Context: an optimization exercise on an open-source flow, tuned for small area. The choices shown serve that exercise and are no tape-out recipe.
In this exercise RTL edits were held to simulation tests only and were not proved equivalent to the original.
Power and IR drop assume default switching activity.

File: design/flow/flow/run.sh
#!/bin/bash
# The standard layout (standard.sh), with one change: the ports are
# buffered with sky130_fd_sc_hd__buf_1 instead of the default port buffer.
# make's output goes to make.log here; ORFS keeps each step's own log under
# orfs/logs/.
set -euo pipefail
cd "$(dirname "$0")/.."
bash standard.sh "BUFFER_PORTS_ARGS=-buffer_cell sky130_fd_sc_hd__buf_1" finish > make.log 2>&1
File: design/flow/standard.sh
#!/bin/bash
# synth_recipe.tcl (not shown) runs the flow's synth.tcl, then flattens the netlist and writes it again
# the make line also repeats each setting of config.mk as NAME=value (left out here)
make -C /OpenROAD-flow-scripts/flow DESIGN_CONFIG=/design/flow/config.mk WORK_HOME=/design/flow/orfs CLKGATE_MAP_FILE= SYNTH_SCRIPT=/design/flow/synth_recipe.tcl "${@:-finish}"
File: design/flow/config.mk
export PLATFORM = sky130hd
export DESIGN_NAME = rf_top
export DESIGN_NICKNAME = rf_top
export VERILOG_FILES = /design/flow/design.v
export SDC_FILE = /design/flow/constraint.sdc
export NUM_CORES = 4
export LEC_CHECK = 0
export CAP_MARGIN = 20
export CORE_MARGIN = 2
export CORE_UTILIZATION = 40
export CTS_CLUSTER_DIAMETER = 100
export CTS_CLUSTER_SIZE = 26
export SLEW_MARGIN = 20
export SYNTH_HIERARCHICAL = 1
File: design/flow/constraint.sdc
create_clock -name core_clock -period 7.5 [get_ports {clk}]
set_input_delay 1.5000 -clock core_clock [delete_from_list [all_inputs] [get_ports {clk}]]
set_output_delay 1.5000 -clock core_clock [all_outputs]
set_load 0.01 [all_outputs]
File: design/flow/design.v
module full_adder(a, b, c, s, cout);
        input a, b, c;
        output s, cout;
        assign s = a ^ b ^ c;
        assign cout = (a & b) | (b & c) | (c & a);
endmodule
module sixteen_arithmetic(A, B, op, cin, R, cout);
        input [7:0] A;
        input [7:0] B;
        input op, cin;
        output [7:0] R;
        output cout;
        wire [8:0] C;
        assign C[0] = cin;
        assign cout = C[8];
        genvar i;
        generate
                for (i = 0; i < 8; i = i + 1) begin : g_fa
                        full_adder F(A[i], B[i] ^ op, C[i], R[i], C[i+1]);
                end
        endgenerate
endmodule
module left_shift(A, s, R);
        input [15:0] A;
        input s;
        output [15:0] R;
        assign R = s ? {A[7:0], 8'b0} : A;
endmodule
module detector(clk, rot_a, rot_b, rot);
        input clk, rot_a, rot_b;
        output rot;
        reg rot;
        always @(posedge clk) begin
                if (rot_a & rot_b)
                        rot <= 1'b1;
                else if (~rot_a & ~rot_b)
                        rot <= 1'b0;
        end
endmodule
module rf_interface(bits, clk, rot, reset, line1, line2);
        input [3:0] bits;
        input clk, rot, reset;
        output [15:0] line1;
        output [15:0] line2;
        reg [15:0] line1;
        reg [15:0] line2;
        reg prev;
        reg par;
        reg stp1;
        reg c8;
        reg xp, dp, rg;
        reg [3:0] cnt;
        reg [2:0] cmd;
        reg [4:0] fa;
        reg [4:0] ga;
        reg [4:0] ha;
        reg [15:0] d;
        wire step = rot & ~prev;
        wire c0 = (cmd == 3'd0);
        wire c2 = (cmd == 3'd2);
        wire c3 = (cmd == 3'd3);
        wire c4 = (cmd == 3'd4);
        wire c56 = (cmd == 3'd5) | (cmd == 3'd6);
        wire c7 = (cmd == 3'd7);
        reg [3:0] ecnt;
        always @(*) begin
                case (cmd)
                        3'd0: ecnt = 4'd7;
                        3'd1: ecnt = 4'd3;
                        3'd2: ecnt = 4'd5;
                        3'd3: ecnt = 4'd9;
                        3'd4: ecnt = 4'd11;
                        3'd7: ecnt = 4'd6;
                        default: ecnt = 4'd7;
                endcase
        end
        wire idle = (cnt == 4'd0);
        wire [3:0] cnt1 = cnt + 4'd1;
        wire exec = xp;
        wire disp = dp;
        wire sw = (ga == ha);           
        wire aw = (fa == ha);           
        wire [4:0] raddr = rg ? ga : fa;
        wire rg_next = (c2 & (cnt1 == 4'd6)) | (c56 & (cnt1 >= 4'd6)) |
                       (c4 & (((cnt1 == 4'd11) & sw) | ((cnt1 == 4'd12) & ~sw)));
        wire [31:0] rsel = 32'd1 << raddr;
        wire [15:0] raw [0:31];
        wire [15:0] rraw;
        genvar k, j;
        generate
                for (j = 0; j < 16; j = j + 1) begin : g_rd
                        wire [10:0] n;
                        for (k = 0; k < 10; k = k + 1) begin : g_t
                                rd3 U(rsel[3*k], raw[3*k][j], rsel[3*k+1], raw[3*k+1][j],
                                      rsel[3*k+2], raw[3*k+2][j], n[k]);
                        end
                        rd2 V(rsel[30], raw[30][j], rsel[31], raw[31][j], n[10]);
                        assign rraw[j] = ~&n;
                end
        endgenerate
        wire [15:0] rdata = rraw ^ {16{par}};
        wire sub = ~cmd[0];
        wire [7:0] sum_lo;
        wire [7:0] sum_hi;
        wire cout_lo, cout_hi;
        sixteen_arithmetic S0(d[7:0], rdata[7:0], sub, sub, sum_lo, cout_lo);
        sixteen_arithmetic S1(d[15:8], rdata[15:8], sub, c8, sum_hi, cout_hi);
        wire [15:0] res;
        left_shift LEFT(d, c7 & ha[3], res);
        wire ld_r = (c56 | c7) ? (cnt == 4'd5) : exec;
        wire add_hi = c56 & (cnt == 4'd6);
        wire hold_d = c56 & exec;
        wire we = step & ~reset & ((exec & (c0 | c3 | c4)) | (disp & (c56 | c7)));
        wire [4:0] waddr = c0 ? fa : ((c3 | c7) ? ga : ha);
        wire [31:0] wsel = {32{we}} & (32'd1 << waddr);
        wire [15:0] wcol = res ^ {16{par}};
        genvar r, b;
        generate
                for (r = 0; r < 32; r = r + 1) begin : g_row
                        reg [15:0] q;
                        wire [15:0] nxt;
                        for (b = 0; b < 16; b = b + 1) begin : g_bit
                                rf_bit U(q[b], wsel[r], ~wsel[r], wcol[b], nxt[b]);
                        end
                        always @(posedge clk)
                                q <= nxt;
                        assign raw[r] = q;
                end
        endgenerate
        wire l1addr = ~(c2 | c4);
        wire [4:0] l1a = (c56 ? ha : (c7 ? ga : fa));
        wire l1r = c4 & sw & ~aw;
        wire l2r = c0 | c2 | (c4 & ~sw);
        always @(posedge clk) begin
                prev <= rot;
                par <= ~par;
                stp1 <= step;
                if (reset) begin
                        cnt <= 4'd0;
                        xp <= 1'b0;
                        dp <= 1'b0;
                end else if (step) begin
                        if (idle) begin
                                cmd <= bits[2:0];
                                cnt <= 4'd1;
                        end else if (disp)
                                cnt <= 4'd0;
                        else
                                cnt <= cnt1;
                        xp <= ~idle & ~disp & (cnt1 == ecnt);
                        dp <= exec;
                end
                if (step)
                        rg <= rg_next;
                if (step) begin
                        if (cnt == 4'd1) fa[3:0] <= bits;
                        if (cnt == 4'd2) fa[4] <= bits[0];
                        if (cnt == 4'd3) ga[3:0] <= bits;
                        if (cnt == 4'd4) ga[4] <= bits[0];
                        if (cnt == 4'd5) ha[3:0] <= bits;
                        if (cnt == 4'd6) ha[4] <= bits[0];
                        if (ld_r)
                                d <= rdata;
                        else if (add_hi)
                                d[15:8] <= sum_hi;
                        else if (c7 & exec) begin
                                if (ha[1]) d <= {d[13:0], 2'b0};
                        end else if (~hold_d)
                                d <= {bits, d[15:4]};
                end else if (stp1 & c56 & (cnt == 4'd6)) begin
                        d[7:0] <= sum_lo;
                        c8 <= cout_lo;
                end else if (stp1 & c7 & (cnt == 4'd6)) begin
                        if (ha[0]) d <= {d[14:0], 1'b0};
                end else if (stp1 & c7 & disp) begin
                        if (ha[2]) d <= {d[11:0], 4'b0};
                end
                if (step & ~reset & disp) begin
                        line1 <= l1addr ? {11'b0, l1a} : (l1r ? rdata : d);
                        line2 <= l2r ? rdata : res;
                end
        end
endmodule
module rd3(a1, b1, a2, b2, a3, b3, y);
        input a1, b1, a2, b2, a3, b3;
        output y;
        assign y = ~((a1 & b1) | (a2 & b2) | (a3 & b3));
endmodule
module rd2(a1, b1, a2, b2, y);
        input a1, b1, a2, b2;
        output y;
        assign y = ~((a1 & b1) | (a2 & b2));
endmodule
module rf_bit(q, sel, nsel, c, y);
        input q, sel, nsel, c;
        output y;
        assign y = ~((q | sel) & (nsel | c));
endmodule
module rf_top(clk, reset, rot_a, rot_b, bits, line1, line2);
        input clk, reset, rot_a, rot_b;
        input [3:0] bits;
        output [15:0] line1;
        output [15:0] line2;
        wire rot;
        detector D0(clk, rot_a, rot_b, rot);
        rf_interface I0(bits, clk, rot, reset, line1, line2);
endmodule
==> impl_metrics.ini, run 1 <==
[die]
die_width_um = 237
ios = 40
start_util = 0.404
core_area_sq_um = 53800
num_rows = 85
die_h_um = 237
die_area_sq_um = 56200

[clocking]
cts-buffers-inserted = 27
clockRootBuffer = clkbuf_16
cts_hold_buf = 0
post_cts_buffers = 0
postCtsResizedCells = 0
cts.sinks = 590
h-tree-depth = 1
worst_skew_pair.late_latency_ns = 0.61
clockBufferDepth = 3
cts_tree = built
clkTransAtPathRegs_ns = 0.11

[pwr]
cellLeakagePower_uw = 0.00822
switching_share = 0.242
p_int_uw = 3990
seqPwrFrac = 0.616
pwr-share-comb = 0.063
clkPwrFrac = 0.321
fin_total_pwr_uw = 5260
peakVddDrop_mv = 0.180
p_sw_uw = 1270
p_per_area_nw_per_um2 = 218

[worst_setup_path]
worst_ep_arrival_time_ns = 7.27
regToRegSetupSlack_ns = 0.58
r2r_end = I0.d[7]$_DFFE_PP_
worstReg2RegStart = I0.rg$_DFFE_PN_
critPathLaunch = I0.rg$_DFFE_PN_
cp.required_ns = 7.85
path_class = flop to flop
reg2reg_depth = 20
crit_path_start_kind = flop
crit_path_end = I0.d[7]$_DFFE_PP_
worst_setup_path_end_kind = flop
cp_max_fo = 15

[sta]
worst_pin_slew_ns = 1.18
slew_headroom = 0.209
finalCritPeriodShare = 0.922
tns_ns = 0
clock_skew_ns = 0.0228
rsz0062_at_grt = false
setup_viol = 0
hold_viol = 0
max_freq_mhz = 145
period_needed_ns = 6.92
drv_slew = 0

[logic_synthesis]
async_reset_ff_frac = 0
yosysTopAreaCellShare = 0.481
syn_area_per_cell_sq_um = 11.3
synth_area_sq_um = 21700
synth.most_common_cell = dfxtp_1
synth_edf_count = 68
syn_inst = 1932
synth_seq_cells = 590
synthTopCellsByCount = dfxtp_1, o22ai_1, a222oi_1
yosysUniqueCellTypes = 61
ys_warn_count = 8
synth.top_cells.by_area = dfxtp_1, o22ai_1, edfxtp_1, a222oi_1, nor2_1
ys_seq_area_frac = 0.575
syn_nets = 1961
yosysTopAreaCell = dfxtp_1
ys.flop_type = dfxtp_1

[drt]
vias_per_cell = 6.78
vias = 18500
ant_nets = 0
wl_per_cell_um = 25.6
drt-pass1-iter-count = 9
drtIter0Drc = 2565
drc = 0
wl_mm = 69.9

[hold_path]
hold_path.class = flop to flop

[global_route]
gr-usage-all-layers = 0.242
antenna_found_initial = 1
grt_overflow = 0
grt_pass1_vias = 17500
grt_max_degree = 33
grt_pass1_wl_mm = 107

[job]
drv_cap = 0

[layout]
seqCellArea_sq_um = 12500
areaGrowthSynthToFinish_pct = 11.1
nFillCells = 4993
n_antenna_cell = 0
drive_gt1_frac = 0.0931
design.final.nets = 2054
multiInputGateArea_sq_um = 9390

[placed_design]
place_congestion = 0.944
dp_hpwl_mm = 47.2
port_buffers = 39

[run_status]
status = finished clean
## Yosys stat by module (local to each module, per instance), a selection
module,cell area [sq um],times used,cells inside,flops+latches
rd2,12.5,16,1,0
left_shift,194,1,18,0
full_adder,20.0,16,1,0
sixteen_arithmetic,81.3,2,9,0
detector,31.3,1,2,1
rf_bit,6.26,512,1,0
rf_interface,16000,1,1190,589
rd3,10.0,160,1,0
## worst min-delay path by stage
stage	slack (ns)	cells past startpoint	end	start
after floorplan	0.36	0	I0.prev$_DFF_P_	D0.rot$_SDFFE_PP1P_
after global placement	0.37	0	I0.prev$_DFF_P_	D0.rot$_SDFFE_PP1P_
after detailed placement	0.37	0	I0.prev$_DFF_P_	D0.rot$_SDFFE_PP1P_
after CTS	0.38	0	I0.prev$_DFF_P_	D0.rot$_SDFFE_PP1P_
after global routing	0.40	0	I0.prev$_DFF_P_	D0.rot$_SDFFE_PP1P_
final	0.38	0	I0.prev$_DFF_P_	D0.rot$_SDFFE_PP1P_
## state kept, by name (all words and copies together), names as in the netlist
signal,flops
I0.fa,5
I0.dp,1
I0.g_row.q,512
I0.xp,1
I0.stp1,1
I0.ha,5
I0.ga,5
I0.rg,1
I0.d,16
I0.cnt,4
I0.c8,1
I0.line1,16
I0.line2,16
I0.par,1
I0.prev,1
D0.rot,1
I0.cmd,3
## metrics by stage
step                setup WS [ns]  utilization  instance area, sq um  std cells  hold WS, ns
global route                0.447        0.449                 24200       2727        0.397
CTS                         0.765        0.447                 24100       2724        0.384
global placement            0.902        0.433                 23300       2688        0.366
detailed placement          0.770        0.434                 23300       2689        0.369
floorplan                   0.964            -                 21700       1932        0.357
finish                      0.583        0.449                 24200       2727        0.382
## area by class of cell
class | count | share of cell area
well taps | 696 | 0.0360
clock inverters | 5 | 0.00207
repair buffers | 99 | 0.0254
clock buffers | 30 | 0.0288
multi-input cells | 1295 | 0.389
flip-flops and latches | 590 | 0.517
inverters | 12 | 0.00186
## cells in the final DEF (no fill, tap or decap), types with 20 or more instances in the layout
| cell type | n |
|---|---|
| o22ai_1 | 519 |
| xor2_1 | 24 |
| a222oi_1 | 160 |
| nor2_1 | 87 |
| xnor2_1 | 23 |
| nand3_1 | 35 |
| buf_4 | 58 |
| o211ai_1 | 20 |
| mux2i_1 | 28 |
| mux2_2 | 26 |
| buf_1 | 39 |
| nand4_1 | 42 |
| edfxtp_1 | 68 |
| o21ai_0 | 22 |
| clkbuf_16 | 27 |
| nor2_2 | 21 |
| dfxtp_1 | 521 |
| nor3_1 | 23 |
| nand2_1 | 96 |
## metal layers
| metal | share of wire | global-route usage | vias up | routed length, um |
|---|---|---|---|---|
| met5 | 0 | 0 | - | 0 |
| met4 | 0.048 | 0.108 | 0 | 3320 |
| met3 | 0.081 | 0.0362 | 139 | 5690 |
| met2 | 0.44 | 0.366 | 1012 | 30500 |
| met1 | 0.43 | 0.343 | 9108 | 30400 |
| li1 | - | - | 8220 | - |
## kinds of logic after synthesis
kind of cell | after synthesis | synth area share
AO/OA/AOI/OAI | 794 | 0.264
flip-flops | 590 | 0.575
AND/OR/NAND/NOR | 360 | 0.0793
XOR/XNOR | 63 | 0.0254
multiplexers | 56 | 0.0277
buffers and inverters | 47 | 0.0105
adder cells (fa/ha/maj) | 22 | 0.0181
## power by group through the flow
stage / logic (uW) / clock network [uW] / registers (uW)
detailed placement: 318 / 0 / 3310
finish: 329 / 1690 / 3240
global route: 347 / 1820 / 3240
floorplan: 194 / 0 / 3300
CTS: 320 / 1710 / 3240
global placement: 316 / 0 / 3310
## worst max-delay path, cell delays in order (launching register included)
cell,delay (ns)
edfxtp_1,0.49
buf_4,0.22
a31oi_1,0.18
buf_4,0.21
nor2_1,0.08
buf_4,0.19
a222oi_1,0.50
nand4_1,0.22
nor3_1,0.54
xnor2_1,0.25
xor2_1,0.20
fa_1,0.44
fa_1,0.40
fa_1,0.39
fa_1,0.39
fa_1,0.40
fa_1,0.39
fa_1,0.39
fa_1,0.45
a32oi_1,0.21
a31oi_1,0.11
==> run 2, diff against run 1 <==
--- a/design/flow/design.v
+++ b/design/flow/design.v
@@ -5,17 +5,17 @@
         assign cout = (a & b) | (b & c) | (c & a);
 endmodule
 module sixteen_arithmetic(A, B, op, cin, R, cout);
-        input [7:0] A;
-        input [7:0] B;
+        input [3:0] A;
+        input [3:0] B;
         input op, cin;
-        output [7:0] R;
+        output [3:0] R;
         output cout;
-        wire [8:0] C;
+        wire [4:0] C;
         assign C[0] = cin;
-        assign cout = C[8];
+        assign cout = C[4];
         genvar i;
         generate
-                for (i = 0; i < 8; i = i + 1) begin : g_fa
+                for (i = 0; i < 4; i = i + 1) begin : g_fa
                         full_adder F(A[i], B[i] ^ op, C[i], R[i], C[i+1]);
                 end
         endgenerate
@@ -47,7 +47,7 @@
         reg prev;
         reg par;
         reg stp1;
-        reg c8;
+        reg cy;
         reg xp, dp, rg;
         reg [3:0] cnt;
         reg [2:0] cmd;
@@ -100,16 +100,17 @@
         endgenerate
         wire [15:0] rdata = rraw ^ {16{par}};
         wire sub = ~cmd[0];
-        wire [7:0] sum_lo;
-        wire [7:0] sum_hi;
-        wire cout_lo, cout_hi;
-        sixteen_arithmetic S0(d[7:0], rdata[7:0], sub, sub, sum_lo, cout_lo);
-        sixteen_arithmetic S1(d[15:8], rdata[15:8], sub, c8, sum_hi, cout_hi);
+        wire nib_hi = cnt[0];           
+        wire [1:0] nk = {nib_hi, step};
+        wire [3:0] ynib = (nk == 2'd0) ? rdata[3:0] : (nk == 2'd1) ? rdata[7:4] :
+                          (nk == 2'd2) ? rdata[11:8] : rdata[15:12];
+        wire [3:0] sum4;
+        wire cout4;
+        sixteen_arithmetic S0(d[3:0], ynib, sub, (nk == 2'd0) ? sub : cy, sum4, cout4);
+        wire add_edge = c56 & ((cnt == 4'd6) | (cnt == 4'd7)) & (step | stp1);
         wire [15:0] res;
         left_shift LEFT(d, c7 & ha[3], res);
         wire ld_r = (c56 | c7) ? (cnt == 4'd5) : exec;
-        wire add_hi = c56 & (cnt == 4'd6);
-        wire hold_d = c56 & exec;
         wire we = step & ~reset & ((exec & (c0 | c3 | c4)) | (disp & (c56 | c7)));
         wire [4:0] waddr = c0 ? fa : ((c3 | c7) ? ga : ha);
         wire [31:0] wsel = {32{we}} & (32'd1 << waddr);
@@ -152,6 +153,8 @@
                 end
                 if (step)
                         rg <= rg_next;
+                if (add_edge)
+                        cy <= cout4;
                 if (step) begin
                         if (cnt == 4'd1) fa[3:0] <= bits;
                         if (cnt == 4'd2) fa[4] <= bits[0];
@@ -161,15 +164,12 @@
                         if (cnt == 4'd6) ha[4] <= bits[0];
                         if (ld_r)
                                 d <= rdata;
-                        else if (add_hi)
-                                d[15:8] <= sum_hi;
                         else if (c7 & exec) begin
                                 if (ha[1]) d <= {d[13:0], 2'b0};
-                        end else if (~hold_d)
-                                d <= {bits, d[15:4]};
-                end else if (stp1 & c56 & (cnt == 4'd6)) begin
-                        d[7:0] <= sum_lo;
-                        c8 <= cout_lo;
+                        end else
+                                d <= {add_edge ? sum4 : bits, d[15:4]};
+                end else if (add_edge) begin
+                        d <= {sum4, d[15:4]};
                 end else if (stp1 & c7 & (cnt == 4'd6)) begin
                         if (ha[0]) d <= {d[14:0], 1'b0};
                 end else if (stp1 & c7 & disp) begin
--- a/design/flow/config.mk
+++ b/design/flow/config.mk
@@ -10,5 +10,7 @@
 export CORE_UTILIZATION = 40
 export CTS_CLUSTER_DIAMETER = 100
 export CTS_CLUSTER_SIZE = 26
+export GPL_ROUTABILITY_DRIVEN = 0
+export PLACE_DENSITY = 0.7
 export SLEW_MARGIN = 20
 export SYNTH_HIERARCHICAL = 1
==> impl_metrics.ini, run 2 <==
[drt]
wl_mm = 68.1
wl_met1_mm = 27.6
drc = 0
ant_nets = 0
vias = 18900
vias_per_cell = 7.02
drt-pass1-iter-count = 9
dr_wl_met3_mm = 7.33
highest_layer = met5
dr_wl_met2_mm = 30.2
wl_per_cell_um = 25.4
drtIter0Drc = 3270

[logic_synthesis]
syn_area_per_cell_sq_um = 11.2
ys_warn_count = 8
yosys.area_share.simple = 0.0811
synth_edf_count = 68
synth_top_family_by_area = compound AO/OA/AOI/OAI gates
yosys-mux-area-fraction = 0.0234
synth_seq_cells = 590
ys_seq_area_frac = 0.578
ys.flop_type = dfxtp_1
yosysTopAreaCellShare = 0.483
synth_area_sq_um = 21600
yosysTopAreaCell = dfxtp_1
synth.top_cells.by_area = dfxtp_1, o22ai_1, edfxtp_1, a222oi_1, nand2_1
yosysUniqueCellTypes = 66
synthTopCellsByCount = dfxtp_1, o22ai_1, a222oi_1
syn_inst = 1934
synth.most_common_cell = dfxtp_1
yosys.area_share.adder = 0.00770
async_reset_ff_frac = 0
syn_nets = 1952
synth_compound_area_frac = 0.279
synthXorXnorAreaFrac = 0.0198

[global_route]
grt_pass1_wl_mm = 104
antenna_found_initial = 1
grt_max_degree = 46
grt_pass1_vias = 17400
gr-usage-all-layers = 0.232
grt_overflow = 0

[worst_setup_path]
cp.required_ns = 7.85
timing.critical_path.mode_cell = fa_1
worst_ep_arrival_time_ns = 7.25
crit_chain = nor2_1 > a31oi_1 > nor2_1 > a222oi_1 > nand3_1 > nor3_1 > xnor2_1 > mux4_2 > xor2_1 > fa_1 > fa_1 > fa_1 > fa_1 > and3_1 > a221oi_1 > o22ai_1
cp_max_fo = 18
cpLargestDelayFamily = compound AO/OA/AOI/OAI gates
crit_path_top_delay_cell = a31oi_1
crit_path_start_kind = flop
crit_path_max_incr_delay_ns = 0.93
worst-path-buf-inv = 0
path_class = flop to flop
worst_setup_path_end_kind = flop

[pwr]
peakVddDrop_mv = 0.143
p_per_area_nw_per_um2 = 220
cellLeakagePower_uw = 0.00799

[sta]
max_freq_mhz = 145
finalCritPeriodShare = 0.921
rsz0062_at_grt = false
setup_viol = 0
slew_headroom = 0.147
hold_viol = 0
period_needed_ns = 6.91
clock_skew_ns = 0.0333
drv_slew = 0
tns_ns = 0
worst_pin_slew_ns = 1.27

[die]
ios = 40
die_area_sq_um = 55900
core_area_sq_um = 53600
die_width_um = 237
die_h_um = 237
num_rows = 85
start_util = 0.403

[placed_design]
port_buffers = 39
dp_hpwl_mm = 46.1

[layout]
n_antenna_cell = 0
final_cell_mix = dfxtp_1, o22ai_1, a222oi_1
nFillCells = 4922
post-route-util = 0.443
largest_register = I0.g_row.q
largest_reg_flops = 512
drive_gt1_frac = 0.0899
final_common_cell = dfxtp_1
design.final.nets = 2002
areaGrowthSynthToFinish_pct = 9.78

[clocking]
cts-buffers-inserted = 27
post_cts_buffers = 0
h-tree-depth = 1
clkTransAtPathRegs_ns = 0.11
cts_hold_buf = 0
cts.sinks = 590
postCtsResizedCells = 0
clockRootBuffer = clkbuf_16
worst_skew_pair.late_latency_ns = 0.61
clockBufferDepth = 3
cts_tree = built

[job]
drv_cap = 0

[hold_path]
hold_path.class = flop to flop

[run_status]
status = finished clean
run 2: cell types whose count changed after synthesis, moves of 12 or more:
| cell | before | now |
|---|---|---|
| xor2_1 | 40 | 24 |
| nand3_1 | 35 | 48 |
| fa_1 | 16 | 4 |
| and3_1 | 7 | 27 |
| a21oi_1 | 9 | 26 |
| o21ai_0 | 22 | 39 |
| mux2i_1 | 28 | 7 |
| nor2_1 | 108 | 82 |
run 2: power breakdown:
group | internal, uW | switching, uW
clock network | 669 | 999
registers | 3210 | 30.6
logic | 91.1 | 224
run 2: Yosys stat by module (local to each module, per instance), a selection:
module / cells / area [sq um] / flops+latches / copies in the design
full_adder: 1 / 20.0 / 0 / 4
left_shift: 18 / 194 / 0 / 1
rf_interface: 1218 / 16300 / 589 / 1
detector: 2 / 31.3 / 1 / 1
rf_bit: 1 / 6.26 / 0 / 512
sixteen_arithmetic: 4 / 35.0 / 0 / 1
rd3: 1 / 10.0 / 0 / 160
rd2: 1 / 12.5 / 0 / 16
run 2: area by class of cell:
class | count | area [sq um] | share of cell area
sequential | 590 | 12500 | 0.526
multi-input combinational | 1290 | 9260 | 0.390
tap | 696 | 871 | 0.0367
clock buffer | 32 | 694 | 0.0293
timing repair buffer | 64 | 334 | 0.0141
clock inverter | 3 | 41.3 | 0.00174
inverter | 11 | 41.3 | 0.00174
run 2: worst paths after layout:
check,start,to,slack (ns),cells past startpoint
worst max register to register,I0.rg$_DFFE_PP_,I0.d[15]$_DFFE_PP_,0.59,16
worst max-delay path,I0.rg$_DFFE_PP_,I0.d[15]$_DFFE_PP_,0.59,16
worst min-delay path,D0.rot$_SDFFE_PP1P_,I0.prev$_DFF_P_,0.39,0
worst min register to register,D0.rot$_SDFFE_PP1P_,I0.prev$_DFF_P_,0.39,0
run 2: stage by stage:
stage / worst slack (ns) / hold WS [ns] / cell area [sq um] / instances / total power [uW]
after global routing: 0.586 / 0.397 / 23700 / 2686 / 5350
after floorplan: 1.93 / 0.357 / 21600 / 1934 / 3490
after CTS: 1.06 / 0.387 / 23700 / 2684 / 5210
final: 0.595 / 0.387 / 23700 / 2686 / 5220
after global placement: 1.17 / 0.365 / 22900 / 2649 / 3610
after detailed placement: 1.08 / 0.373 / 22900 / 2649 / 3620
run 2: kinds of logic after synthesis:
group,after synthesis
xor+xnor,49
simple gates,352
fa+ha+maj,11
flops,590
buf+inv,54
compound gates,837
mux,41
run 2: per-layer routing:
layer | vias to the layer above | GRT usage
met5 | - | 0
met4 | 2 | 0.0848
met3 | 220 | 0.0396
met2 | 1312 | 0.362
met1 | 9130 | 0.323
li1 | 8196 | -
run 2: worst register-to-register path, delay by kind of cell (launching register included):
family                   cells  cell delay [ns]
XOR/XNOR                     2             0.40
flip-flops                   1             0.69
adder cells (fa/ha/maj)      4             1.66
multiplexers                 1             0.51
AND/OR/NAND/NOR              5             1.53
AO/OA/AOI/OAI                4             1.85
==> run 3, diff against run 2 <==
--- a/design/flow/config.mk
+++ b/design/flow/config.mk
@@ -10,7 +10,6 @@
 export CORE_UTILIZATION = 40
 export CTS_CLUSTER_DIAMETER = 100
 export CTS_CLUSTER_SIZE = 26
-export GPL_ROUTABILITY_DRIVEN = 0
-export PLACE_DENSITY = 0.7
+export PLACE_DENSITY = 0.8
 export SLEW_MARGIN = 20
 export SYNTH_HIERARCHICAL = 1
==> impl_metrics.ini, run 3 <==
[run_status]
status = finished clean

[logic_synthesis]
synth_area_sq_um = 21600
synth_edf_count = 68
yosys.area_share.simple = 0.0811
syn_area_per_cell_sq_um = 11.2
synthTopCellsByCount = dfxtp_1, o22ai_1, a222oi_1
yosysTopAreaCellShare = 0.483
yosys.area_share.adder = 0.00770
ys_seq_area_frac = 0.578
synth.top_cells.by_area = dfxtp_1, o22ai_1, edfxtp_1, a222oi_1, nand2_1
yosysTopAreaCell = dfxtp_1
synth_compound_area_frac = 0.279
syn_inst = 1934
ys_warn_count = 8
ys.flop_type = dfxtp_1
async_reset_ff_frac = 0
synthXorXnorAreaFrac = 0.0198
syn_nets = 1952
yosys-mux-area-fraction = 0.0234
synth_seq_cells = 590
synth_top_family_by_area = compound AO/OA/AOI/OAI gates
synth.most_common_cell = dfxtp_1
yosysUniqueCellTypes = 66

[global_route]
grt_overflow = 0
antenna_found_initial = 0
grt_pass1_vias = 17700
grt_pass1_wl_mm = 104
gr-usage-all-layers = 0.229
grt_max_degree = 46

[drt]
drtIter0Drc = 3166
ant_nets = 0
drc = 0
vias_per_cell = 7.09
wl_per_cell_um = 24.9
vias = 19100
drt-pass1-iter-count = 11
wl_mm = 67.1

[pwr]
peakVddDrop_mv = 0.183
cellLeakagePower_uw = 0.00802
p_per_area_nw_per_um2 = 218

[sta]
slew_headroom = 0.232
setup_viol = 0
clock_skew_ns = 0.0236
worst_pin_slew_ns = 1.15
finalCritPeriodShare = 0.917
fin_hold_ws_ns = 0.384
hold_viol = 0
setup_slack_ns = 0.625
period_needed_ns = 6.87
rsz0062_at_grt = false
drv_slew = 0
tns_ns = 0
max_freq_mhz = 145

[die]
num_rows = 85
core_area_sq_um = 53600
ios = 40
die_h_um = 237
start_util = 0.403
die_width_um = 237
die_area_sq_um = 55900

[layout]
multiInputGateArea_sq_um = 9220
largest_register = I0.g_row.q
design.final.nets = 2005
final_common_cell = dfxtp_1
final_cell_mix = dfxtp_1, o22ai_1, a222oi_1
nFillCells = 4889
n_antenna_cell = 0
seqCellArea_sq_um = 12500
areaGrowthSynthToFinish_pct = 9.75
drive_gt1_frac = 0.0833
largest_reg_flops = 512

[clocking]
clockRootBuffer = clkbuf_16
cts_tree = built
cts_hold_buf = 0
clockBufferDepth = 3
h-tree-depth = 1
clkTransAtPathRegs_ns = 0.12
postCtsResizedCells = 0
worst_skew_pair.late_latency_ns = 0.62
post_cts_buffers = 0
cts-buffers-inserted = 26
cts.sinks = 590

[worst_setup_path]
crit_path_start_kind = flop
cp_max_fo = 18
worst_setup_path_end_kind = flop
path_class = flop to flop
cp.required_ns = 7.83
worst_ep_arrival_time_ns = 7.20

[placed_design]
port_buffers = 39
dp_hpwl_mm = 45.3
place_congestion = 0.991
dpl_worst_slack_ns = 1.02

[job]
drv_cap = 0

[hold_path]
hold_path.class = flop to flop
-- run 3: cell families after synthesis --
family                   count (synthesis)
buffers and inverters                   54
multiplexers                            41
AO/OA/AOI/OAI                          837
AND/OR/NAND/NOR                        352
XOR/XNOR                                49
adder cells (fa/ha/maj)                 11
flip-flops                             590
-- run 3: stage by stage --
step / util / cells / total power, uW / area (sq um)
floorplan: - / 1934 / 3490 / 21600
global placement: 0.427 / 2645 / 3600 / 22900
detailed placement: 0.428 / 2648 / 3610 / 22900
CTS: 0.441 / 2682 / 5150 / 23600
global route: 0.443 / 2689 / 5300 / 23700
finish: 0.443 / 2689 / 5160 / 23700
-- run 3: cell type report --
type	instances	area share
inverter	11	0.00174
sequential	590	0.527
clock inverter	3	0.00121
multi-input combinational	1290	0.388
clock buffer	31	0.0282
timing repair buffer	68	0.0172
tap	696	0.0367
-- run 3: critical path, cell delays in order, from the launching register on --
cell	delay (ns)
edfxtp_1	0.69
nor3b_1	0.12
a31oi_1	0.82
nor2_1	0.50
a222oi_1	0.59
nand4_1	0.28
nor3_1	0.50
xnor2_1	0.22
mux4_2	0.50
xor2_1	0.17
fa_1	0.42
fa_1	0.42
fa_1	0.42
fa_1	0.43
and3_1	0.17
a221oi_1	0.21
o22ai_1	0.12
-- run 3: worst paths after layout --
path	slack [ns]	depth (start not counted)	start	endpoint
worst min register to register	0.38	0	D0.rot$_SDFFE_PP1P_	I0.prev$_DFF_P_
worst min-delay path	0.38	0	D0.rot$_SDFFE_PP1P_	I0.prev$_DFF_P_
worst max-delay path	0.63	16	I0.rg$_DFFE_PP_	I0.d[15]$_DFFE_PP_
worst max register to register	0.63	16	I0.rg$_DFFE_PP_	I0.d[15]$_DFFE_PP_
-- run 3: Yosys stat by module, one instance, submodules excluded, excerpt --
module	cells	copies in the design	cell area, sq um
rf_bit	1	512	6.26
left_shift	18	1	194
sixteen_arithmetic	4	1	35.0
full_adder	1	4	20.0
detector	2	1	31.3
rd3	1	160	10.0
rf_interface	1218	1	16300
rd2	1	16	12.5
-- run 3: layer usage --
metal / part of all wire / up-vias / GRT usage
met2: 0.45 / 1408 / 0.359
met3: 0.11 / 240 / 0.0377
met4: 0.050 / 0 / 0.101
met1: 0.39 / 9218 / 0.312
met5: 0 / - / 0
li1: - / 8195 / -
-- run 3: report_power, final --
group | switching (uW) | internal (uW) | total, uW
registers | 32.8 | 3210 | 3240
clock network | 971 | 638 | 1610
logic | 218 | 94.1 | 312
==> run 4, diff against run 3 <==
--- a/design/flow/config.mk
+++ b/design/flow/config.mk
@@ -10,6 +10,5 @@
 export CORE_UTILIZATION = 40
 export CTS_CLUSTER_DIAMETER = 100
 export CTS_CLUSTER_SIZE = 26
-export PLACE_DENSITY = 0.8
 export SLEW_MARGIN = 20
 export SYNTH_HIERARCHICAL = 1
==> impl_metrics.ini, run 4 <==
[global_route]
grt_pass1_vias = 17400
grt_max_degree = 46
grt_overflow = 0
antenna_found_initial = 0
gr-usage-all-layers = 0.248
grt_pass1_wl_mm = 110

[die]
die_width_um = 237
core_area_sq_um = 53600
start_util = 0.403
die_h_um = 237
die_area_sq_um = 55900
ios = 40
num_rows = 85

[logic_synthesis]
yosysTopAreaCell = dfxtp_1
synth.top_cells.by_area = dfxtp_1, o22ai_1, edfxtp_1, a222oi_1, nand2_1
syn_area_per_cell_sq_um = 11.2
async_reset_ff_frac = 0
syn_inst = 1934
ys_warn_count = 8
synth_seq_cells = 590
yosysUniqueCellTypes = 66
ys_seq_area_frac = 0.578
yosysTopAreaCellShare = 0.483
synth.most_common_cell = dfxtp_1
synthTopCellsByCount = dfxtp_1, o22ai_1, a222oi_1
ys.flop_type = dfxtp_1
synth_area_sq_um = 21600
synth_edf_count = 68
syn_nets = 1952

[placed_design]
dp_hpwl_mm = 48.3
place_congestion = 0.931
dp_cells = 2652
dpl_worst_slack_ns = 1.10
port_buffers = 39

[layout]
final_cells = 2693
final_common_cell = dfxtp_1
design.final.nets = 2008
nFillCells = 4971
largest_reg_flops = 512
post-route-util = 0.446
final_cell_mix = dfxtp_1, o22ai_1, a222oi_1
drive_gt1_frac = 0.105
areaGrowthSynthToFinish_pct = 10.6
seqCellArea_sq_um = 12500
n_antenna_cell = 0
multiInputGateArea_sq_um = 9320
largest_register = I0.g_row.q

[worst_setup_path]
crit_chain = nor3_1 > a31oi_1 > nor2_1 > a222oi_1 > nand4_1 > nor3_1 > xnor2_1 > mux4_2 > xor2_1 > fa_1 > fa_1 > fa_1 > fa_1 > and3_1 > a221oi_1 > o22ai_1
crit_path_top_delay_cell = a31oi_1
crit_path_start_kind = flop
cp_max_fo = 18
worst_setup_path_end_kind = flop
cp.required_ns = 7.87
timing.critical_path.mode_cell = fa_1
worst_ep_arrival_time_ns = 6.92
path_class = flop to flop
crit_path_max_incr_delay_ns = 0.71
regToRegSetupSlack_ns = 0.95

[sta]
tns_ns = 0
rsz0062_at_grt = false
max_freq_mhz = 153
finalCritPeriodShare = 0.873
period_needed_ns = 6.55
clock_skew_ns = 0.0525
worst_pin_slew_ns = 1.10
hold_viol = 0
setup_slack_ns = 0.953
drv_slew = 0
slew_headroom = 0.261
setup_viol = 0

[clocking]
post_cts_buffers = 0
clkTransAtPathRegs_ns = 0.12
cts_hold_buf = 0
postCtsResizedCells = 0
worst_skew_pair.late_latency_ns = 0.63
cts-buffers-inserted = 27
clockRootBuffer = clkbuf_16
cts_tree = built
clockBufferDepth = 3
cts.sinks = 590
h-tree-depth = 1

[drt]
drtIter0Drc = 2664
drt-pass1-iter-count = 9
drc = 0
vias_per_cell = 6.86
vias = 18500
wl_mm = 72.1
wl_per_cell_um = 26.8
ant_nets = 0

[pwr]
p_per_area_nw_per_um2 = 220
peakVddDrop_mv = 0.163
fin_total_pwr_uw = 5260
cellLeakagePower_uw = 0.00805

[run_status]
status = finished clean

[job]
drv_cap = 0

[hold_path]
hold_path.class = flop to flop
## run 4: cell count changes in the layout (fill, tap and decap cells not counted), moves of 2 or more
cell	before	now
nor2_1	68	33
buf_4	26	28
nor2_2	16	51
inv_6	0	2
## run 4: modules after synthesis (local to each module, per instance), a selection
| module | area, sq um | times used | flops+latches |
|---|---|---|---|
| rf_interface | 16300 | 1 | 589 |
| left_shift | 194 | 1 | 0 |
| sixteen_arithmetic | 35.0 | 1 | 0 |
| detector | 31.3 | 1 | 1 |
| full_adder | 20.0 | 4 | 0 |
| rd2 | 12.5 | 16 | 0 |
| rd3 | 10.0 | 160 | 0 |
| rf_bit | 6.26 | 512 | 0 |
## run 4: layout make-up
class,instances,area share
clock buffers,31,0.0289
clock inverters,5,0.00225
flip-flops and latches,590,0.523
well taps,696,0.0364
multi-input cells,1290,0.390
inverters,11,0.00173
repair buffers,70,0.0184
## run 4: final timing paths
path	start	endpoint	cells after the start
min	D0.rot$_SDFFE_PP1P_	I0.prev$_DFF_P_	0
max reg2reg	I0.rg$_DFFE_PP_	I0.d[15]$_DFFE_PP_	16
min reg2reg	D0.rot$_SDFFE_PP1P_	I0.prev$_DFF_P_	0
max	I0.rg$_DFFE_PP_	I0.d[15]$_DFFE_PP_	16
## run 4: kinds of logic (layout without fill, tap and decap cells)
kind of cell,Yosys count,after routing,share of synthesized area
AOI/OAI and AO/OA,837,837,0.279
adders and majority gates,11,11,0.00770
xor gates and xnor gates,49,49,0.0198
muxes,41,41,0.0234
buffers and inverters,54,117,0.0117
DFF,590,590,0.578
and+or+nand+nor,352,352,0.0811
## run 4: metal layers
layer	global-route usage	up-vias	routed length, um
met1	0.359	9259	32000
met3	0.0304	111	5380
met5	0	-	0
met2	0.385	903	32500
met4	0.0779	0	2200
li1	-	8197	-
## run 4: critical path, delay by kind of cell, from the launching register on
family | cells | cell delay, ns
adders and majority gates | 4 | 1.66
AOI/OAI and AO/OA | 4 | 1.55
and+or+nand+nor | 5 | 1.51
DFF | 1 | 0.70
muxes | 1 | 0.51
xor gates and xnor gates | 2 | 0.37
## run 4: power breakdown
part | leakage (uW) | switching [uW] | total (uW) | internal (uW)
registers | 0.00540 | 30.6 | 3240 | 3210
clock network | 0.000364 | 1030 | 1700 | 670
logic | 0.00228 | 226 | 324 | 98.2
total | 0.00805 | 1280 | 5260 | 3980
## run 4: metrics by stage
step                      area [sq um]  hold WS, ns
after global routing             23900        0.399
after CTS                        23800        0.389
final                            23900        0.385
after detailed placement         23000        0.371
after floorplan                  21600        0.357
after global placement           22900        0.367
==> run 5, diff against run 4 <==
--- a/design/flow/config.mk
+++ b/design/flow/config.mk
@@ -10,5 +10,6 @@
 export CORE_UTILIZATION = 40
 export CTS_CLUSTER_DIAMETER = 100
 export CTS_CLUSTER_SIZE = 26
+export PLACE_DENSITY = 0.75
 export SLEW_MARGIN = 20
 export SYNTH_HIERARCHICAL = 1
==> impl_metrics.ini, run 5 <==
[global_route]
gr-usage-all-layers = 0.235
grt_pass1_vias = 17700
antenna_found_initial = 0
grt_overflow = 0
grt_max_degree = 46
grt_pass1_wl_mm = 105

[sta]
drv_slew = 0
finalCritPeriodShare = 0.902
rsz0062_at_grt = false
tns_ns = 0
setup_viol = 0
max_freq_mhz = 148
hold_viol = 0
worst_pin_slew_ns = 1.18
clock_skew_ns = 0.0188
period_needed_ns = 6.77
slew_headroom = 0.213

[clocking]
clkTransAtPathRegs_ns = 0.11
clockRootBuffer = clkbuf_16
cts_hold_buf = 0
cts.sinks = 590
post_cts_buffers = 0
postCtsResizedCells = 0
clockBufferDepth = 3
h-tree-depth = 1
worst_skew_pair.late_latency_ns = 0.62
cts-buffers-inserted = 26
cts_tree = built

[worst_setup_path]
cpLargestDelayFamily = compound AO/OA/AOI/OAI gates
cp.required_ns = 7.84
crit_path_max_incr_delay_ns = 0.75
crit_path_start_kind = flop
worst_ep_arrival_time_ns = 7.10
crit_path_top_delay_cell = a31oi_1
path_class = flop to flop
worst-path-buf-inv = 0
cp_max_fo = 18
worst_setup_path_end_kind = flop
crit_chain = nor3b_1 > a31oi_1 > nor2_1 > a222oi_1 > nand4_1 > nor3_1 > xnor2_1 > mux4_2 > xor2_1 > fa_1 > fa_1 > fa_1 > fa_1 > and3_1 > a221oi_1 > o22ai_1
timing.critical_path.mode_cell = fa_1

[layout]
design.final.nets = 1999
final_cell_mix = dfxtp_1, o22ai_1, a222oi_1
largest_register = I0.g_row.q
post-route-cell-area_sq_um = 23700
final_cells = 2682
post-route-util = 0.443
largest_reg_flops = 512
n_antenna_cell = 0
seqCellArea_sq_um = 12500
areaGrowthSynthToFinish_pct = 9.70
final_common_cell = dfxtp_1
nFillCells = 4947
drive_gt1_frac = 0.0901
multiInputGateArea_sq_um = 9270

[logic_synthesis]
syn_area_per_cell_sq_um = 11.2
yosysTopAreaCell = dfxtp_1
synthTopCellsByCount = dfxtp_1, o22ai_1, a222oi_1
synth_edf_count = 68
yosysTopAreaCellShare = 0.483
syn_nets = 1952
synth.most_common_cell = dfxtp_1
synth_area_sq_um = 21600
ys_seq_area_frac = 0.578
ys_warn_count = 8
syn_inst = 1934
yosysUniqueCellTypes = 66
synth.top_cells.by_area = dfxtp_1, o22ai_1, edfxtp_1, a222oi_1, nand2_1
async_reset_ff_frac = 0
ys.flop_type = dfxtp_1
synth_seq_cells = 590

[drt]
drtIter0Drc = 2874
ant_nets = 0
vias = 18800
wl_per_cell_um = 25.6
vias_per_cell = 7.00
wl_mm = 68.6
drt-pass1-iter-count = 10
drc = 0

[die]
start_util = 0.403
num_rows = 85
die_h_um = 237
die_width_um = 237
die_area_sq_um = 55900
ios = 40
core_area_sq_um = 53600

[pwr]
p_sw_uw = 1240
p_int_uw = 3950
seqPwrFrac = 0.625
switching_share = 0.239
p_per_area_nw_per_um2 = 219
peakVddDrop_mv = 0.169
cellLeakagePower_uw = 0.00798
clkPwrFrac = 0.314
pwr-share-comb = 0.061

[placed_design]
port_buffers = 39
dp_cells = 2646
dp_hpwl_mm = 45.7
place_congestion = 0.977
placed_area_sq_um = 22900

[run_status]
status = finished clean

[job]
drv_cap = 0

[hold_path]
hold_path.class = flop to flop
-- run 5: kinds of logic after synthesis --
group | Yosys count | synth area share
simple gates | 352 | 0.0811
compound gates | 837 | 0.279
mux | 41 | 0.0234
xor+xnor | 49 | 0.0198
flops | 590 | 0.578
fa+ha+maj | 11 | 0.00770
buf+inv | 54 | 0.0117
-- run 5: modules after synthesis (local to each module, per instance), a selection --
module	cells	copies in the design
rf_interface	1218	1
left_shift	18	1
sixteen_arithmetic	4	1
detector	2	1
full_adder	1	4
rd2	1	16
rd3	1	160
rf_bit	1	512
-- run 5: power by group through the flow --
stage	Sequential (uW)	Clock, uW	Combinational, uW
after CTS	3240	1640	305
after detailed placement	3310	0	303
after global routing	3240	1740	333
after global placement	3310	0	299
after floorplan	3300	0	188
final	3240	1630	318
-- run 5: routing by layer --
layer	track usage	up-vias	wire, um
met1	0.324	9198	27900
li1	-	8172	-
met5	0	-	0
met3	0.0382	201	6800
met2	0.366	1205	30600
met4	0.0970	0	3250
-- run 5: layout make-up --
class,instances,area share
inverter,11,0.00174
clock buffer,31,0.0286
timing repair buffer,62,0.0145
sequential,590,0.527
tap,696,0.0367
clock inverter,2,0.000949
multi-input combinational,1290,0.391
-- run 5: worst paths after layout --
check | start | end | slack (ns) | cells past startpoint
worst max-delay path | I0.rg$_DFFE_PP_ | I0.d[15]$_DFFE_PP_ | 0.73 | 16
worst min-delay path | D0.rot$_SDFFE_PP1P_ | I0.prev$_DFF_P_ | 0.39 | 0
worst max register to register | I0.rg$_DFFE_PP_ | I0.d[15]$_DFFE_PP_ | 0.73 | 16
worst min register to register | D0.rot$_SDFFE_PP1P_ | I0.prev$_DFF_P_ | 0.39 | 0
-- run 5: through the flow --
stage,setup WS [ns],hold WS [ns],power [uW]
after floorplan,1.93,0.357,3490
final,0.732,0.393,5190
after CTS,1.02,0.389,5180
after global routing,0.559,0.402,5320
after global placement,1.12,0.364,3610
after detailed placement,1.05,0.373,3620
==> run 6, diff against run 5 <==
--- a/design/flow/config.mk
+++ b/design/flow/config.mk
@@ -8,8 +8,8 @@
 export CAP_MARGIN = 20
 export CORE_MARGIN = 2
 export CORE_UTILIZATION = 40
-export CTS_CLUSTER_DIAMETER = 100
-export CTS_CLUSTER_SIZE = 26
+export CTS_CLUSTER_DIAMETER = 110
+export CTS_CLUSTER_SIZE = 29
 export PLACE_DENSITY = 0.75
 export SLEW_MARGIN = 20
 export SYNTH_HIERARCHICAL = 1
==> impl_metrics.ini, run 6 <==
[sta]
max_freq_mhz = 150
slew_headroom = 0.237
drv_slew = 0
period_needed_ns = 6.68
hold_viol = 0
rsz0062_at_grt = false
setup_viol = 0
worst_pin_slew_ns = 1.14
finalCritPeriodShare = 0.890
fin_hold_ws_ns = 0.395
clock_skew_ns = 0.0201
tns_ns = 0

[global_route]
grt_overflow = 0
grt_max_degree = 46
antenna_found_initial = 0
busiest_layer = met2
gr-usage-all-layers = 0.234
grtUsageMet2 = 0.360
grt_pass1_wl_mm = 105
grt_use_met3 = 0.0386
grt_use_met1 = 0.323
grt_pass1_vias = 17600

[worst_setup_path]
crit_path_start_kind = flop
timing.critical_path.mode_cell = fa_1
cp.required_ns = 7.83
crit_path_max_incr_delay_ns = 0.71
cpLargestDelayFamily = compound AO/OA/AOI/OAI gates
worst-path-buf-inv = 0
crit_path_top_delay_cell = edfxtp_1
worst_setup_path_end_kind = flop
crit_chain = nor3b_1 > a31oi_1 > nor2_1 > a222oi_1 > nand4_1 > nor3_1 > xnor2_1 > mux4_2 > xor2_1 > fa_1 > fa_1 > fa_1 > fa_1 > and3_1 > a221oi_1 > o22ai_1
worst_ep_arrival_time_ns = 7.01
path_class = flop to flop
cp_max_fo = 18

[drt]
ant_nets = 0
drc = 0
vias = 18800
wl_per_cell_um = 25.5
drtIter0Drc = 2944
wl_mm = 68.4
drt-pass1-iter-count = 7
vias_per_cell = 7.03

[pwr]
p_per_area_nw_per_um2 = 217
cellLeakagePower_uw = 0.00795
fin_total_pwr_uw = 5130
peakVddDrop_mv = 0.146

[clocking]
worst_skew_pair.late_latency_ns = 0.60
h-tree-depth = 1
cts_hold_buf = 0
cts-buffers-inserted = 24
clkTransAtPathRegs_ns = 0.12
cts.sinks = 590
post_cts_buffers = 0
clockRootBuffer = clkbuf_16
cts_tree = built
postCtsResizedCells = 0
clockBufferDepth = 3

[logic_synthesis]
yosys.area_share.adder = 0.00770
synthXorXnorAreaFrac = 0.0198
ys_seq_area_frac = 0.578
yosysTopAreaCellShare = 0.483
synth_area_sq_um = 21600
yosysTopAreaCell = dfxtp_1
ys.flop_type = dfxtp_1
synth.most_common_cell = dfxtp_1
synthTopCellsByCount = dfxtp_1, o22ai_1, a222oi_1
async_reset_ff_frac = 0
yosys-mux-area-fraction = 0.0234
syn_area_per_cell_sq_um = 11.2
syn_inst = 1934
synth_edf_count = 68
ys_warn_count = 8
yosysUniqueCellTypes = 66
syn_nets = 1952
synth_top_family_by_area = compound AO/OA/AOI/OAI gates
synth_seq_cells = 590
synth.top_cells.by_area = dfxtp_1, o22ai_1, edfxtp_1, a222oi_1, nand2_1
synth_compound_area_frac = 0.279
yosys.area_share.simple = 0.0811

[layout]
final_cell_mix = dfxtp_1, o22ai_1, a222oi_1
largest_register = I0.g_row.q
final_cells = 2679
post-route-util = 0.442
n_antenna_cell = 0
areaGrowthSynthToFinish_pct = 9.47
design.final.nets = 1997
final_common_cell = dfxtp_1
drive_gt1_frac = 0.0888
nFillCells = 4953
largest_reg_flops = 512

[die]
die_width_um = 237
die_area_sq_um = 55900
die_h_um = 237
ios = 40
start_util = 0.403
core_area_sq_um = 53600
num_rows = 85

[placed_design]
dp_cells = 2646
port_buffers = 39
place_congestion = 0.977
dp_hpwl_mm = 45.7

[run_status]
status = finished clean

[hold_path]
hold_path.class = flop to flop

[job]
drv_cap = 0
run 6: cell counts after synthesis:
No cell type changed its count.
run 6: layout make-up:
type                            instances  area, sq um  share of cell area
Sequential cell                       590        12500               0.528
Multi-Input combinational cell       1290         9270               0.392
Tap cell                              696          871              0.0368
Clock buffer                           28          616              0.0260
Timing Repair Buffer                   62          343              0.0145
Inverter                               11         41.3             0.00174
Clock inverter                          2         36.3             0.00153
run 6: modules after synthesis (local to each module, per instance), a selection:
module	flops+latches	copies in the design	area, sq um	cells
detector	1	1	31.3	2
rd3	0	160	10.0	1
full_adder	0	4	20.0	1
sixteen_arithmetic	0	1	35.0	4
rf_interface	589	1	16300	1218
left_shift	0	1	194	18
rf_bit	0	512	6.26	1
rd2	0	16	12.5	1
run 6: through the flow:
step	setup slack, ns	instance area, sq um
3_5_place_dp	1.05	22900
5_1_grt	0.580	23700
3_3_place_gp	1.12	22900
2_1_floorplan	1.93	21600
4_1_cts	1.02	23600
6_report	0.823	23700
run 6: worst reg2reg max path: stages, from the launching register on:
cell and delay, ns:
edfxtp_1 0.71, nor3b_1 0.11, a31oi_1 0.70, nor2_1 0.48, a222oi_1 0.59, nand4_1 0.23, nor3_1 0.50, xnor2_1 0.23
mux4_2 0.54, xor2_1 0.17, fa_1 0.42, fa_1 0.40, fa_1 0.39, fa_1 0.43, and3_1 0.17, a221oi_1 0.23
o22ai_1 0.12
run 6: report_power, final:
part	switching, uW	total (uW)	leakage (uW)	internal (uW)
Combinational	225	318	0.00223	93.2
Sequential	30.3	3240	0.00540	3210
Clock	973	1570	0.000317	598
run 6: cell families after synthesis:
| kind of cell | Yosys count |
|---|---|
| AOI/OAI and AO/OA | 837 |
| xor gates and xnor gates | 49 |
| adders and majority gates | 11 |
| buffers and inverters | 54 |
| DFF | 590 |
| muxes | 41 |
| and+or+nand+nor | 352 |
run 6: path summary, 6_finish.rpt:
check	startpoint	to	slack, ns	depth (start not counted)
worst max-delay path	I0.rg$_DFFE_PP_	I0.d[15]$_DFFE_PP_	0.82	16
worst min-delay path	D0.rot$_SDFFE_PP1P_	I0.prev$_DFF_P_	0.39	0
worst max register to register	I0.rg$_DFFE_PP_	I0.d[15]$_DFFE_PP_	0.82	16
worst min register to register	D0.rot$_SDFFE_PP1P_	I0.prev$_DFF_P_	0.39	0
run 6: layer usage:
metal	wire length, um	up-vias
li1	-	8172
met1	27800	9202
met2	30600	1271
met3	6850	181
met4	3260	0
met5	0	-
==> run 7, diff against run 6 <==
--- a/design/flow/design.v
+++ b/design/flow/design.v
@@ -45,7 +45,6 @@
         reg [15:0] line1;
         reg [15:0] line2;
         reg prev;
-        reg par;
         reg stp1;
         reg cy;
         reg xp, dp, rg;
@@ -98,7 +97,7 @@
                         assign rraw[j] = ~&n;
                 end
         endgenerate
-        wire [15:0] rdata = rraw ^ {16{par}};
+        wire [15:0] rdata = rraw;
         wire sub = ~cmd[0];
         wire nib_hi = cnt[0];           
         wire [1:0] nk = {nib_hi, step};
@@ -114,7 +113,7 @@
         wire we = step & ~reset & ((exec & (c0 | c3 | c4)) | (disp & (c56 | c7)));
         wire [4:0] waddr = c0 ? fa : ((c3 | c7) ? ga : ha);
         wire [31:0] wsel = {32{we}} & (32'd1 << waddr);
-        wire [15:0] wcol = res ^ {16{par}};
+        wire [15:0] wcol = res;
         genvar r, b;
         generate
                 for (r = 0; r < 32; r = r + 1) begin : g_row
@@ -134,7 +133,6 @@
         wire l2r = c0 | c2 | (c4 & ~sw);
         always @(posedge clk) begin
                 prev <= rot;
-                par <= ~par;
                 stp1 <= step;
                 if (reset) begin
                         cnt <= 4'd0;
@@ -194,7 +192,7 @@
 module rf_bit(q, sel, nsel, c, y);
         input q, sel, nsel, c;
         output y;
-        assign y = ~((q | sel) & (nsel | c));
+        assign y = (q & nsel) | (c & sel);
 endmodule
 module rf_top(clk, reset, rot_a, rot_b, bits, line1, line2);
         input clk, reset, rot_a, rot_b;
--- a/design/flow/config.mk
+++ b/design/flow/config.mk
@@ -8,8 +8,7 @@
 export CAP_MARGIN = 20
 export CORE_MARGIN = 2
 export CORE_UTILIZATION = 40
-export CTS_CLUSTER_DIAMETER = 110
-export CTS_CLUSTER_SIZE = 29
-export PLACE_DENSITY = 0.75
+export CTS_CLUSTER_DIAMETER = 100
+export CTS_CLUSTER_SIZE = 26
 export SLEW_MARGIN = 20
 export SYNTH_HIERARCHICAL = 1
==> impl_metrics.ini, run 7 <==
[run_status]
status = finished clean

[layout]
areaGrowthSynthToFinish_pct = 9.22
design.final.nets = 1971
n_antenna_cell = 0
largest_reg_flops = 512
drive_gt1_frac = 0.0826
post-route-cell-area_sq_um = 24600
final_cell_mix = dfxtp_1, a22o_1, a222oi_1
largest_register = I0.g_row.q
final_common_cell = dfxtp_1

[sta]
hold_viol = 0
finalCritPeriodShare = 0.866
slew_headroom = 0.203
tns_ns = 0
drv_slew = 0
max_freq_mhz = 154
period_needed_ns = 6.50
clock_skew_ns = 0.0292
rsz0062_at_grt = false
worst_pin_slew_ns = 1.19
setup_viol = 0

[clocking]
cts_hold_buf = 0
post_cts_buffers = 0
cts_tree = built
clkTransAtPathRegs_ns = 0.11
clockRootBuffer = clkbuf_16
worst_skew_pair.late_latency_ns = 0.63
cts.sinks = 589
postCtsResizedCells = 0
clockBufferDepth = 3
cts-buffers-inserted = 28
h-tree-depth = 1

[logic_synthesis]
yosysTopAreaCellShare = 0.463
synthTopCellsByCount = dfxtp_1, a22o_1, a222oi_1
ys_seq_area_frac = 0.554
yosysUniqueCellTypes = 65
syn_inst = 1882
async_reset_ff_frac = 0
synth_seq_cells = 589
synth.top_cells.by_area = dfxtp_1, a22o_1, edfxtp_1, a222oi_1, nand2_1
ys.flop_type = dfxtp_1
yosysTopAreaCell = dfxtp_1
synth_edf_count = 68
syn_nets = 1900
synth.most_common_cell = dfxtp_1
syn_area_per_cell_sq_um = 12.0
synth_area_sq_um = 22500
ys_warn_count = 8

[drt]
vias = 18700
wl_per_cell_um = 28.5
wl_mm = 77.1
ant_nets = 0
drtIter0Drc = 3038
vias_per_cell = 6.90
drt-pass1-iter-count = 9
drc = 0

[placed_design]
place_congestion = 0.935
dp_hpwl_mm = 49.9
placed_area_sq_um = 23700
port_buffers = 39

[global_route]
grt_overflow = 0
grt_pass1_wl_mm = 115
grt_pass1_vias = 17300
antenna_found_initial = 2
gr-usage-all-layers = 0.258
grt_max_degree = 34

[pwr]
peakVddDrop_mv = 0.157
seqPwrFrac = 0.607
fin_total_pwr_uw = 5330
cellLeakagePower_uw = 0.00877
clkPwrFrac = 0.342
p_sw_uw = 1320
p_per_area_nw_per_um2 = 217
switching_share = 0.248
pwr-share-comb = 0.051
p_int_uw = 4010

[worst_setup_path]
timing.critical_path.mode_cell = fa_1
regToRegSetupSlack_ns = 1.00
worst_setup_path_end_kind = flop
crit_path_max_incr_delay_ns = 0.78
crit_path_top_delay_cell = a31oi_1
cp.required_ns = 7.97
cp_max_fo = 18
crit_path_start_kind = flop
worst_ep_arrival_time_ns = 6.97
path_class = flop to flop
crit_chain = nor3b_1 > a31oi_1 > nor2_1 > a222oi_1 > nand4_1 > or3_1 > mux4_2 > xor2_1 > fa_1 > fa_1 > fa_1 > fa_1 > nand3_1 > a211o_1 > a32oi_1

[die]
die_h_um = 241
start_util = 0.407
die_area_sq_um = 58200
core_area_sq_um = 55400
die_width_um = 241
num_rows = 86
ios = 40

[hold_path]
hold_path.class = flop to flop

[job]
drv_cap = 0
[run 7: changes by cell type in the layout (fill, tap and decap cells not counted), moves of 8 or more]
cell / before / now
nor2_2: 34 / 23
nor2_1: 50 / 74
xor2_4: 16 / 0
and3_1: 27 / 19
buf_4: 21 / 36
nand3_1: 48 / 37
o211ai_1: 9 / 0
nor3_1: 20 / 11
o22ai_1: 514 / 2
a22o_1: 2 / 512
xnor2_1: 25 / 7
mux2i_1: 6 / 25
o21ai_0: 39 / 26
nand4_1: 33 / 44
[run 7: modules after synthesis, one instance, submodules excluded, excerpt]
| module | cells | cell area [sq um] |
|---|---|---|
| rf_bit | 1 | 8.76 |
| left_shift | 18 | 194 |
| detector | 2 | 31.3 |
| sixteen_arithmetic | 4 | 35.0 |
| rd3 | 1 | 10.0 |
| rf_interface | 1166 | 15900 |
| full_adder | 1 | 20.0 |
| rd2 | 1 | 12.5 |
[run 7: final timing paths]
path	start	to	cells after the start
worst max-delay path	I0.rg$_DFFE_PP_	I0.d[15]$_DFFE_PP_	15
worst min-delay path	D0.rot$_SDFFE_PP1P_	I0.prev$_DFF_P_	0
worst max register to register	I0.rg$_DFFE_PP_	I0.d[15]$_DFFE_PP_	15
worst min register to register	D0.rot$_SDFFE_PP1P_	I0.prev$_DFF_P_	0
[run 7: cell type report]
cell class                      instances  area (sq um)
Clock inverter                          6          97.6
Fill cell                            5089         30800
Inverter                                8          30.0
Tap cell                              748           936
Multi-Input combinational cell       1250          9910
Sequential cell                       589         12500
Clock buffer                           32           737
Timing Repair Buffer                   76           428
[run 7: cell families (layout without fill, tap and decap cells)]
| logic type | Yosys count | count (layout) | share of synthesized area |
|---|---|---|---|
| multiplexers | 59 | 59 | 0.0304 |
| AO/OA/AOI/OAI | 803 | 803 | 0.315 |
| buffers and inverters | 43 | 122 | 0.00939 |
| flip-flops | 589 | 589 | 0.554 |
| XOR/XNOR | 19 | 19 | 0.00739 |
| adder cells (fa/ha/maj) | 11 | 11 | 0.00739 |
| AND/OR/NAND/NOR | 358 | 358 | 0.0771 |
[run 7: metrics by stage]
step,worst slack [ns],util,std cells,hold slack (ns)
after floorplan,2.26,-,1882,0.357
after global placement,1.31,0.427,2665,0.398
after detailed placement,1.27,0.428,2666,0.395
after CTS,1.24,0.443,2704,0.410
after global routing,0.726,0.444,2709,0.420
final,1.00,0.444,2709,0.399
[run 7: routing by layer]
| layer | vias up | GRT usage | part of all wire |
|---|---|---|---|
| met5 | - | 0 | 0.000091 |
| li1 | 8029 | - | - |
| met4 | 2 | 0.0761 | 0.031 |
| met2 | 1128 | 0.395 | 0.44 |
| met3 | 151 | 0.0412 | 0.095 |
| met1 | 9391 | 0.374 | 0.44 |
[run 7: critical path: cells and delay by family (launching register included)]
family | cells | cell delay (ns)
and+or+nand+nor | 5 | 1.42
muxes | 1 | 0.50
AOI/OAI and AO/OA | 4 | 1.85
adders and majority gates | 4 | 1.70
DFF | 1 | 0.69
xor gates and xnor gates | 1 | 0.17
[run 7: power by group through the flow]
stage	Sequential, uW	Combinational, uW	Clock, uW
final	3230	274	1820
after global routing	3240	285	1940
after CTS	3230	265	1830
after detailed placement	3300	263	0
after global placement	3300	263	0
after floorplan	3290	154	0
==> run 8, diff against run 7 <==
--- a/design/flow/config.mk
+++ b/design/flow/config.mk
@@ -10,5 +10,6 @@
 export CORE_UTILIZATION = 40
 export CTS_CLUSTER_DIAMETER = 100
 export CTS_CLUSTER_SIZE = 26
+export PLACE_DENSITY = 0.75
 export SLEW_MARGIN = 20
 export SYNTH_HIERARCHICAL = 1
==> impl_metrics.ini, run 8 <==
[drt]
vias = 18700
drt-pass1-iter-count = 12
vias_per_cell = 6.96
ant_nets = 0
drtIter0Drc = 3193
wl_per_cell_um = 26.2
wl_mm = 70.3
drc = 0

[logic_synthesis]
synth.top_cells.by_area = dfxtp_1, a22o_1, edfxtp_1, a222oi_1, nand2_1
yosysTopAreaCellShare = 0.463
syn_nets = 1900
syn_area_per_cell_sq_um = 12.0
syn_inst = 1882
ys.flop_type = dfxtp_1
async_reset_ff_frac = 0
synth.most_common_cell = dfxtp_1
yosysTopAreaCell = dfxtp_1
synthTopCellsByCount = dfxtp_1, a22o_1, a222oi_1
synth_area_sq_um = 22500
synth_edf_count = 68
ys_seq_area_frac = 0.554
synth_seq_cells = 589
ys_warn_count = 8
yosysUniqueCellTypes = 65

[run_status]
status = finished clean

[sta]
hold_viol = 0
drv_slew = 0
slew_headroom = 0.167
period_needed_ns = 6.73
clock_skew_ns = 0.0435
tns_ns = 0
fin_hold_ws_ns = 0.411
worst_pin_slew_ns = 1.24
finalCritPeriodShare = 0.897
max_freq_mhz = 149
rsz0062_at_grt = false
setup_viol = 0

[worst_setup_path]
cp.required_ns = 7.97
worst_ep_arrival_time_ns = 7.20
crit_path_start_kind = flop
crit_path_max_incr_delay_ns = 0.92
cp_max_fo = 18
crit_chain = nor3b_1 > a31oi_1 > nor2_1 > a222oi_1 > nand4_1 > nor2_1 > nand4_1 > mux4_2 > xor2_1 > fa_1 > fa_1 > fa_1 > fa_1 > nand3_1 > a211o_1 > a32oi_1
worst_setup_path_end_kind = flop
timing.critical_path.mode_cell = fa_1
path_class = flop to flop
crit_path_top_delay_cell = a31oi_1

[clocking]
clockRootBuffer = clkbuf_16
cts-buffers-inserted = 27
h-tree-depth = 1
cts.sinks = 589
worst_skew_pair.late_latency_ns = 0.62
clockBufferDepth = 3
postCtsResizedCells = 0
cts_hold_buf = 0
post_cts_buffers = 0
clkTransAtPathRegs_ns = 0.11
cts_tree = built

[pwr]
cellLeakagePower_uw = 0.00858
p_per_area_nw_per_um2 = 213
peakVddDrop_mv = 0.160

[die]
ios = 40
num_rows = 86
start_util = 0.407
die_width_um = 241
die_area_sq_um = 58200
die_h_um = 241
core_area_sq_um = 55400

[global_route]
grt_pass1_wl_mm = 107
grt_overflow = 0
grt_pass1_vias = 17700
grt_max_degree = 34
gr-usage-all-layers = 0.233
antenna_found_initial = 1

[layout]
final_cell_mix = dfxtp_1, a22o_1, a222oi_1
largest_reg_flops = 512
design.final.nets = 1946
final_common_cell = dfxtp_1
largest_register = I0.g_row.q
drive_gt1_frac = 0.0739
areaGrowthSynthToFinish_pct = 8.11

[job]
drv_cap = 0

[placed_design]
place_congestion = 0.992
port_buffers = 39
dp_hpwl_mm = 46.7

[hold_path]
hold_path.class = flop to flop
[run 8: path summary, 6_finish.rpt]
check	slack, ns	endpoint	start	depth (start not counted)
max reg2reg	0.77	I0.d[15]$_DFFE_PP_	I0.rg$_DFFE_PP_	16
min reg2reg	0.41	I0.prev$_DFF_P_	D0.rot$_SDFFE_PP1P_	0
min	0.41	I0.prev$_DFF_P_	D0.rot$_SDFFE_PP1P_	0
max	0.77	I0.d[15]$_DFFE_PP_	I0.rg$_DFFE_PP_	16
[run 8: per-layer routing]
metal | share of wire | wire (um) | vias up | global-route usage
met5 | 0 | 0 | - | 0
met4 | 0.052 | 3660 | 0 | 0.101
met3 | 0.096 | 6730 | 230 | 0.0326
met2 | 0.44 | 30800 | 1218 | 0.361
met1 | 0.41 | 29100 | 9260 | 0.325
li1 | - | - | 7981 | -
[run 8: kinds of logic after synthesis]
logic type | count (synthesis) | share of synthesized area
xor gates and xnor gates | 19 | 0.00739
muxes | 59 | 0.0304
buffers and inverters | 43 | 0.00939
adders and majority gates | 11 | 0.00739
DFF | 589 | 0.554
and+or+nand+nor | 358 | 0.0771
AOI/OAI and AO/OA | 803 | 0.315
[run 8: where the power goes]
part | switching, uW | internal [uW] | total, uW
clock network | 1020 | 672 | 1690
logic | 209 | 52.4 | 261
registers | 27.8 | 3200 | 3230
total | 1250 | 3930 | 5180
[run 8: layout make-up]
cell class	count	area, sq um
fill	5115	31100
sequential	589	12500
multi-input combinational	1250	9930
tap	748	936
clock buffer	33	698
timing repair buffer	52	244
clock inverter	3	45.0
inverter	8	30.0
antenna	1	2.50
[run 8: stage by stage]
step | util | power (uW) | worst slack, ns | cell area [sq um] | instances
after floorplan | - | 3440 | 2.26 | 22500 | 1882
after global placement | 0.424 | 3550 | 1.36 | 23500 | 2646
after detailed placement | 0.425 | 3550 | 1.23 | 23500 | 2646
after CTS | 0.438 | 5170 | 1.17 | 24300 | 2682
after global routing | 0.439 | 5290 | 0.630 | 24400 | 2683
final | 0.440 | 5180 | 0.771 | 24400 | 2684
[run 8: critical path, delay by kind of cell, from the launching register on]
| kind | cells | cell delay (ns) |
|---|---|---|
| xor gates and xnor gates | 1 | 0.18 |
| muxes | 1 | 0.56 |
| adders and majority gates | 4 | 1.75 |
| AOI/OAI and AO/OA | 4 | 1.96 |
| DFF | 1 | 0.69 |
| and+or+nand+nor | 6 | 1.44 |
[run 8: modules after synthesis, one instance, submodules excluded, excerpt]
module / cell area, sq um / cells
rf_interface: 15900 / 1166
rf_bit: 8.76 / 1
left_shift: 194 / 18
rd2: 12.5 / 1
full_adder: 20.0 / 1
sixteen_arithmetic: 35.0 / 4
rd3: 10.0 / 1

==> re-timing with driven ports <==
No port has a modelled driver above. Below, the same layouts with a new extraction and two added sets of constraints. Step 1, drivers: a clkbuf_16 drives clk and a buf_2 each remaining input, both assumed. Step 2 times the ports against the registers' clock, not the clock port: input delays grow and output delays shrink by t, the midpoint of the rising clock arrivals with the driver on. Three values: ideal ports, drivers, drivers and shift; two values: the first two.
run | t, ns | setup WS [ns]
run 1 | 0.657 | 0.583 / 0.583 / 0.583
run 2 | 0.650 | 0.595 / 0.595 / 0.595
run 3 | 0.665 | 0.625 / 0.625 / 0.625
run 4 | 0.662 | 0.953 / 0.953 / 0.953
run 5 | 0.661 | 0.732 / 0.732 / 0.732
run 6 | 0.647 | 0.823 / 0.823 / 0.823
run 7 | 0.673 | 1.005 / 1.005 / 1.005
run 8 | 0.656 | 0.771 / 0.771 / 0.771
After both steps every run listed still meets setup and hold.
